From an optimization exercise on the open Yosys and OpenROAD flow, aimed at small area; shortcuts taken in it are not production practice.
Only simulation tests tie the RTL to the original design; equivalence was not proved.

==> flow/design.v <==
`timescale 1ns/1ns
module pixel_processing#(
    parameter          ROW_NUM = 9'd96,      
    parameter          COL_NUM = 9'd32,      
    parameter          DATA_WIDTH  = 16
)(
    input              rst,
    input              video_clk,
	input     [15:0]   rgb565_i,
    input              data_valid,
	output    [15:0]   pixel_mean,
    output             odata_val
   );
localparam AW = 22;             
localparam NL = 4;              
localparam NS = 8;              
reg [4:0]   col_cnt;
reg [6:0]   row_cnt;
reg         pend;
reg [15:0]  pix;
reg [2:0]   ph;
reg [NL*AW-1:0] ring [0:NS-1];
wire [NL*AW-1:0] port_q = ring[NS-1];
wire        hit  = pend && (ph == col_cnt[4:2]);
wire [1:0]  lane = col_cnt[1:0];
wire        clr  = row_cnt[1:0] == 2'd0;
wire        last_col = col_cnt == COL_NUM-1;
wire        edge_row = (row_cnt[6:2] == 5'd0) || (row_cnt[6:2] == ROW_NUM/4-1);
wire        emit = (row_cnt[1:0] == 2'd3) && (edge_row || col_cnt == 5'd0 || last_col);
wire [NL-1:0] wsel;    
wire [NL-1:0] rsel;    
reg  [AW-1:0] acc;
genvar g;
generate for (g = 0; g < NL; g = g + 1) begin : dec
    assign wsel[g] = hit && lane == g;
    assign rsel[g] = !clr && lane == g;
end endgenerate
integer k;
always @(*) begin
    acc = {AW{1'b0}};
    for (k = 0; k < NL; k = k + 1) acc = acc | ({AW{rsel[k]}} & port_q[k*AW +: AW]);
end
wire [AW-1:0] addend = {2'b0, pix[15:11], 2'b0, pix[10:5], 2'b0, pix[4:0]};
wire [AW-1:0] sum;
wire [AW:0]   cy;
genvar b;
generate for (b = 0; b < AW; b = b + 1) begin : add
    wire cin = (b == 0 || b == 7 || b == 15) ? 1'b0 : cy[b];
    assign sum[b]  = acc[b] ^ addend[b] ^ cin;
    assign cy[b+1] = (acc[b] & addend[b]) | (cin & (acc[b] ^ addend[b]));
end endgenerate
wire [6:0]  sum_r = sum[21:15];
wire [7:0]  sum_g = sum[14:7];
wire [6:0]  sum_b = sum[6:0];
assign pixel_mean = {sum_r[6:2], sum_g[7:2], sum_b[6:2]};
assign odata_val  = hit && emit;
integer i;
always@(posedge video_clk)begin
    for (i = 1; i < NS; i = i + 1) ring[i] <= ring[i-1];
    for (i = 0; i < NL; i = i + 1)
        ring[0][i*AW +: AW] <= ({AW{wsel[i]}} & sum) | ({AW{~wsel[i]}} & port_q[i*AW +: AW]);
end
always@(posedge video_clk)begin
    if (data_valid) pix <= rgb565_i;
end
always@(posedge video_clk or posedge rst)begin
    if(rst)begin
        ph      <= 'b0;
        pend    <= 1'b0;
        col_cnt <= 'b0;
        row_cnt <= 'b0;
    end else begin
        ph <= ph + 1'b1;
        if (data_valid)  pend <= 1'b1;
        else if (hit)    pend <= 1'b0;
        if (hit) begin
            col_cnt <= col_cnt + 1'b1;
            if (last_col) row_cnt <= (row_cnt == ROW_NUM-1) ? 7'd0 : row_cnt + 1'b1;
        end
    end
end
endmodule
Settings: LEC_CHECK=0, CAP_MARGIN=20, CORE_MARGIN=2, CORE_UTILIZATION=70, SLEW_MARGIN=20; clock period 10.0 ns.
standard.sh (not shown) runs the stock make flow with config.mk's settings and CLKGATE_MAP_FILE= SYNTH_SCRIPT=/design/flow/synth_recipe.tcl, a recipe that flattens the netlist after the stock synthesis.
==> flow/flow/run.sh <==
#!/bin/bash
# Own layout flow: the standard flow (standard.sh) with these changes:
#  - synthesis maps the logic with an area-oriented ABC script (abc_map.script)
#    instead of ORFS's speed script; the rest of the synthesis is unchanged,
#    so the registers are the standard synthesis's;
#  - CTS without dummy loads and with smaller clock buffers;
#  - the smallest buffer cell for the port buffers.
# Each tool's output is in orfs/logs/; the make output is in flow_make.log.
set -euo pipefail
here=$(cd "$(dirname "$0")" && pwd)
rm -rf scripts_local
cp -r "$FLOW_HOME/scripts" scripts_local
cp "$here/abc_map.script" scripts_local/abc_speed.script
export SCRIPTS_DIR=$PWD/scripts_local
source "$here/knobs.sh"
export CTS_ARGS BUFFER_PORTS_ARGS
bash standard.sh finish > flow_make.log 2>&1
==> flow/flow/abc_map.script <==
&get -n
&st
&syn2
&dch -f
&nf -R 1000 -p
&st
&syn2
&dch -f
&nf -R 1000 -p
&put
==> flow/flow/knobs.sh <==
CTS_ARGS="-sink_clustering_enable -repair_clock_nets -sink_clustering_size 20 -sink_clustering_max_diameter 60 -buf_list sky130_fd_sc_hd__clkbuf_8 -dont_use_dummy_load"
BUFFER_PORTS_ARGS="-buffer_cell sky130_fd_sc_hd__buf_1"
Change:
==> flow/design.v (replaced) <==
`timescale 1ns/1ns
module pixel_processing#(
    parameter          ROW_NUM = 9'd96,      
    parameter          COL_NUM = 9'd32,      
    parameter          DATA_WIDTH  = 16
)(
    input              rst,
    input              video_clk,
	input     [15:0]   rgb565_i,
    input              data_valid,
	output    [15:0]   pixel_mean,
    output             odata_val
   );
localparam AW = 22;             
localparam NL = 4;              
localparam NS = 8;              
reg [4:0]   col_cnt;
reg [6:0]   row_cnt;
reg         pend;
reg [15:0]  pix;
reg [2:0]   ph;
reg [NL*AW-1:0] ring [0:NS-1];
wire [NL*AW-1:0] port_q = ring[NS-1];
reg         hit, hit_n;
wire        pend_nx = data_valid || (pend && !hit);
wire [4:0]  col_nx  = hit ? col_cnt + 1'b1 : col_cnt;
wire [2:0]  ph_nx   = ph + 1'b1;
wire        hit_nx  = pend_nx && (ph_nx == col_nx[4:2]);
wire        clr  = row_cnt[1:0] == 2'd0;
wire        last_col = col_cnt == COL_NUM-1;
wire        edge_row = (row_cnt[6:2] == 5'd0) || (row_cnt[6:2] == ROW_NUM/4-1);
wire        emit = (row_cnt[1:0] == 2'd3) && (edge_row || col_cnt == 5'd0 || last_col);
wire [AW-1:0] acc = clr ? {AW{1'b0}} : port_q[AW-1:0];
wire [AW-1:0] addend = {2'b0, pix[15:11], 2'b0, pix[10:5], 2'b0, pix[4:0]};
wire [AW-1:0] sum;
wire [AW:0]   cy;
genvar b;
generate for (b = 0; b < AW; b = b + 1) begin : add
    wire cin = (b == 0 || b == 7 || b == 15) ? 1'b0 : cy[b];
    assign sum[b]  = acc[b] ^ addend[b] ^ cin;
    assign cy[b+1] = (acc[b] & addend[b]) | (cin & (acc[b] ^ addend[b]));
end endgenerate
assign pixel_mean = {sum[21:17], sum[14:9], sum[6:2]};
assign odata_val  = hit && emit;
integer i;
always@(posedge video_clk)begin
    for (i = 1; i < NS; i = i + 1) ring[i] <= ring[i-1];
    ring[0] <= ({NL*AW{hit}}   & {sum, port_q[NL*AW-1:AW]})
             | ({NL*AW{hit_n}} & port_q);
end
always@(posedge video_clk)begin
    if (data_valid) pix <= rgb565_i;
end
always@(posedge video_clk or posedge rst)begin
    if(rst)begin
        ph      <= 'b0;
        pend    <= 1'b0;
        hit     <= 1'b0;
        hit_n   <= 1'b1;
        col_cnt <= 'b0;
        row_cnt <= 'b0;
    end else begin
        ph    <= ph_nx;
        pend  <= pend_nx;
        hit   <= hit_nx;
        hit_n <= !hit_nx;
        col_cnt <= col_nx;
        if (hit) begin
            if (last_col) row_cnt <= (row_cnt == ROW_NUM-1) ? 7'd0 : row_cnt + 1'b1;
        end
    end
end
endmodule
Flip-flop and latch count rises by 2.
Area after synthesis falls by 2.0%.
Non-clock buffer count falls by 4.
Register-to-register slack gains 0.44 ns.
Cell count falls by 6.2%.

-- what the ideal ports hide --
Ports are ideal in the flow. The routed layouts listed here were re-timed in OpenROAD.
Step 1 assumes that a clkbuf_16 drives the clock port and a buf_2 every other input.
Step 2 adds t to the input delays and takes it off the output delays; t is the mean of the earliest and latest rising clock arrival at the registers after step 1. Input paths then give back, and output paths get back, about the clock's delay inside the block.
Slacks: ideal / step 1 / step 2; pairs: ideal / step 1.
run | t, ns | setup slack, ns | worst slew at a driven data input, ns | cell pins on the clock port's net
the first run | 0.606 | 3.039 / 2.997 / 3.603 | 0.04 | 1
the second run | 0.609 | 3.519 / 3.476 / 4.085 | 0.03 | 1
After both steps setup and hold are still met in every run listed.
